Background: an optimization exercise with open tools, aiming at small area. Do not read the settings as production practice. The RTL was checked by simulation tests, not by an equivalence proof against the original design.

==> module hearing_aid_processor, before the edit <==
module hearing_aid_processor (
    input  wire                 clk,
    input  wire                 rst_n,
    input  wire signed [15:0]   audio_in,
    input  wire                 audio_valid,
    output wire signed [15:0]   audio_out,
    output wire                 audio_ready
);
    reg  [4:0]  ph;           
    reg         nready;       
    reg  [7:0]  cnt;          
    reg  [14:0] noise;        
    reg         pend;         
    reg         upd;          
    reg         mac;          
    reg         ready_q;
    reg  [255:0] wring;       
    reg  [255:0] dring;       
    reg  [34:0]  acc;         
    reg  [15:0]  s_q;         
    reg  [15:0]  e_q;         
    wire        take  = audio_valid & nready;     
    wire        ph31  = &ph;
    wire        ph0   = ~|ph;
    wire        hi    = ph[0];                    
    wire        start = ph31 & pend & ~upd;
    wire        nz    = |noise;
    wire [15:0] x     = audio_in;
    wire        xneg  = x[15];
    wire        nsamp = audio_valid & ~nready;    
    wire        nlast = nsamp & (&cnt);           
    wire        nacc  = nsamp & ~(&cnt);
    wire [15:0] nop = {1'b0, noise} ^ {16{~xneg}};
    wire [15:0] t;
    ha_add #(.W(16)) u_tadd (.a(x), .b(nop), .ci(~xneg), .y(t), .co());
    wire        keep = xneg ? (t[15] & nz) : ~t[15];
    wire [15:0] s    = t & {16{keep}};
    wire [7:0]  w0  = wring[7:0];
    wire [7:0]  w1  = wring[15:8];
    wire [7:0]  w31 = wring[255:248];
    wire [7:0]  d0  = dring[7:0];
    wire        lo_mac = mac & ~hi;
    wire        hi_mac = mac & hi;
    wire [15:0] ma = ({16{upd}} & e_q)
                   | ({16{lo_mac}} & {w1, w0})
                   | ({16{hi_mac}} & {w0, w31})
                   | ({16{nacc}} & x);
    wire [8:0]  mb = nacc ? {{8{xneg}}, 1'b1} : {hi & d0[7], d0};
    wire        x_full  = (lo_mac & ~ph0) | (nacc & (|cnt));
    wire        x_shift = ~nsamp & (hi | ~(upd | mac));
    wire [34:0] acc_sh  = {{8{acc[34]}}, acc[34:8]};
    wire [34:0] mx = ({35{x_full}} & acc) | ({35{x_shift}} & acc_sh);
    wire [34:0] mt;
    lms_mac u_mac (.a(ma), .b(mb), .x(mx), .y(mt));
    wire        full_wr = ((upd | mac) & ~hi) | nsamp;    
    wire        ovf = ~((&acc[34:30]) | ~(|acc[34:30]));
    assign audio_out   = ovf ? {acc[34], {15{~acc[34]}}} : acc[30:15];
    assign audio_ready = ready_q;
    wire        yovf = ~((&mt[26:22]) | ~(|mt[26:22]));
    wire [15:0] ynx  = yovf ? {mt[26], {15{~mt[26]}}} : mt[22:7];
    wire [15:0] e;
    ha_add #(.W(16)) u_esub (.a(s_q), .b(~ynx), .ci(1'b1), .y(e), .co());
    wire [9:0]  dw = mt[23:14] & {10{upd & hi}};
    wire [15:0] wcur = {w0, w31};
    wire [15:0] wsum;
    ha_add #(.W(16)) u_wadd (.a(wcur), .b({{6{dw[9]}}, dw}), .ci(1'b0), .y(wsum), .co());
    wire        wovf = (wcur[15] == dw[9]) & (wsum[15] != wcur[15]);
    wire [15:0] wnew = wovf ? {wcur[15], {15{~wcur[15]}}} : wsum;
    wire [4:0] ph_nx;
    wire [7:0] cnt_nx;
    ha_inc #(.W(5)) u_phinc (.a(ph), .ci(1'b1), .y(ph_nx), .co());
    ha_inc #(.W(8)) u_cntinc (.a(cnt), .ci(nsamp), .y(cnt_nx), .co());
    always @(posedge clk or negedge rst_n) begin
        if (!rst_n) begin
            ph      <= 5'd0;
            nready  <= 1'b0;
            cnt     <= 8'd0;
            pend    <= 1'b0;
            upd     <= 1'b0;
            mac     <= 1'b0;
            ready_q <= 1'b0;
        end else begin
            ph      <= ph_nx;
            ready_q <= start;
            cnt     <= cnt_nx;
            if (nlast)
                nready <= 1'b1;
            pend <= (pend | take) & ~start;
            if (ph31) begin
                upd <= start;
                mac <= upd;
            end
        end
    end
    always @(posedge clk) begin
        if (take)
            s_q <= s;
        if (nlast)
            noise <= acc[22:8];
        if (start)
            e_q <= e;
        acc[34:8] <= full_wr ? mt[34:8] : mt[26:0];
        if (full_wr)
            acc[7:0] <= mt[7:0];
        wring <= {wnew[15:8] & {8{nready}}, wnew[7:0], wring[247:8]};
        dring[231:0]   <= dring[239:8];
        dring[239:232] <= (upd & (ph[4:1] != 4'd0)) ? d0 : dring[247:240];
        dring[247:240] <= dring[255:248];
        dring[255:248] <= (upd & ph[4:1] == 4'd15) ? (hi ? s_q[15:8] : s_q[7:0])
                                                  : (d0 & {8{nready}});
    end
endmodule
make LEC_CHECK=0 CAP_MARGIN=20 CORE_MARGIN=2 CORE_UTILIZATION=40 CTS_CLUSTER_DIAMETER=100 CTS_CLUSTER_SIZE=25 SLEW_MARGIN=20 finish   # period 40.0 ns
run.sh (not shown) runs the stock make flow with config.mk's settings and CLKGATE_MAP_FILE= SYNTH_SCRIPT=/design/flow/synth_recipe.tcl, a recipe that flattens the netlist after the stock synthesis.
The baseline completed with no timing, DRC or antenna violations.
Edit:
--- a/flow/design.v
+++ b/flow/design.v
@@ -583,7 +583,7 @@
     reg  [4:0]  ph;           
     reg         nready;       
     reg  [7:0]  cnt;          
-    reg  [14:0] noise;        
+    reg  [22:0] nsum;         
     reg         pend;         
     reg         upd;          
     reg         mac;          
@@ -598,12 +598,15 @@
     wire        ph0   = ~|ph;
     wire        hi    = ph[0];                    
     wire        start = ph31 & pend & ~upd;
+    wire [14:0] noise = nsum[22:8];               
     wire        nz    = |noise;
     wire [15:0] x     = audio_in;
     wire        xneg  = x[15];
-    wire        nsamp = audio_valid & ~nready;    
-    wire        nlast = nsamp & (&cnt);           
-    wire        nacc  = nsamp & ~(&cnt);
+    wire [15:0] xabs1 = x ^ {16{xneg}};
+    wire [22:0] nsum_nx;
+    wire        nsum_c16;
+    ha_add #(.W(16)) u_nadd (.a(nsum[15:0]), .b(xabs1), .ci(xneg), .y(nsum_nx[15:0]), .co(nsum_c16));
+    ha_inc #(.W(7))  u_ninc (.a(nsum[22:16]), .ci(nsum_c16), .y(nsum_nx[22:16]), .co());
     wire [15:0] nop = {1'b0, noise} ^ {16{~xneg}};
     wire [15:0] t;
     ha_add #(.W(16)) u_tadd (.a(x), .b(nop), .ci(~xneg), .y(t), .co());
@@ -617,16 +620,15 @@
     wire        hi_mac = mac & hi;
     wire [15:0] ma = ({16{upd}} & e_q)
                    | ({16{lo_mac}} & {w1, w0})
-                   | ({16{hi_mac}} & {w0, w31})
-                   | ({16{nacc}} & x);
-    wire [8:0]  mb = nacc ? {{8{xneg}}, 1'b1} : {hi & d0[7], d0};
-    wire        x_full  = (lo_mac & ~ph0) | (nacc & (|cnt));
-    wire        x_shift = ~nsamp & (hi | ~(upd | mac));
+                   | ({16{hi_mac}} & {w0, w31});
+    wire [8:0]  mb = {hi & d0[7], d0};
+    wire        x_full  = lo_mac & ~ph0;
+    wire        x_shift = nready & (hi | ~(upd | mac));
     wire [34:0] acc_sh  = {{8{acc[34]}}, acc[34:8]};
     wire [34:0] mx = ({35{x_full}} & acc) | ({35{x_shift}} & acc_sh);
     wire [34:0] mt;
     lms_mac u_mac (.a(ma), .b(mb), .x(mx), .y(mt));
-    wire        full_wr = ((upd | mac) & ~hi) | nsamp;    
+    wire        full_wr = (upd | mac) & ~hi;      
     wire        ovf = ~((&acc[34:30]) | ~(|acc[34:30]));
     assign audio_out   = ovf ? {acc[34], {15{~acc[34]}}} : acc[30:15];
     assign audio_ready = ready_q;
@@ -643,12 +645,13 @@
     wire [4:0] ph_nx;
     wire [7:0] cnt_nx;
     ha_inc #(.W(5)) u_phinc (.a(ph), .ci(1'b1), .y(ph_nx), .co());
-    ha_inc #(.W(8)) u_cntinc (.a(cnt), .ci(nsamp), .y(cnt_nx), .co());
+    ha_inc #(.W(8)) u_cntinc (.a(cnt), .ci(1'b1), .y(cnt_nx), .co());
     always @(posedge clk or negedge rst_n) begin
         if (!rst_n) begin
             ph      <= 5'd0;
             nready  <= 1'b0;
             cnt     <= 8'd0;
+            nsum    <= 23'd0;
             pend    <= 1'b0;
             upd     <= 1'b0;
             mac     <= 1'b0;
@@ -656,9 +659,13 @@
         end else begin
             ph      <= ph_nx;
             ready_q <= start;
-            cnt     <= cnt_nx;
-            if (nlast)
-                nready <= 1'b1;
+            if (audio_valid & ~nready) begin
+                cnt <= cnt_nx;
+                if (&cnt)
+                    nready <= 1'b1;
+                else
+                    nsum <= nsum_nx;
+            end
             pend <= (pend | take) & ~start;
             if (ph31) begin
                 upd <= start;
@@ -669,8 +676,6 @@
     always @(posedge clk) begin
         if (take)
             s_q <= s;
-        if (nlast)
-            noise <= acc[22:8];
         if (start)
             e_q <= e;
         acc[34:8] <= full_wr ? mt[34:8] : mt[26:0];
Outcome: Flip-flop and latch count rises by 8. Setup slack gains 7400 ps. Die area rises by a few percent. Sequential share of layout area falls by 2.1 points. Worst hold slack gains 14 ps. Synthesized cell count rises slightly. Utilization stays flat. Final area rises by a few percent. Global-route usage falls by 2.4 points.

[afterwards: timing with drivers on the ports]
Ports are ideal in the flow. The routed layouts listed here were re-timed in OpenROAD. Step 1, drivers: a clkbuf_16 drives clk and a buf_2 each remaining input, both assumed. Step 2 adds t to the input delays and takes it off the output delays; t is the mean of the earliest and latest rising clock arrival at the registers after step 1. Input paths then give back, and output paths get back, about the clock's delay inside the block. a / b / c = no drivers / after step 1 / after step 2; a / b = the first two.
run | t (ns) | setup WS [ns] | worst register clock-pin slew, ns | pins driven straight from the clock port
the first run | 0.629 | 12.908 / 12.877 / 12.248 | 0.10 / 0.10 | 1
the second run | 0.659 | 20.298 / 20.298 / 20.298 | 0.11 / 0.11 | 1
After both steps every run listed still meets setup and hold. The setup slack of the first run, which loses most, moves by -0.031 ns with the drivers and by -0.660 ns with both steps.
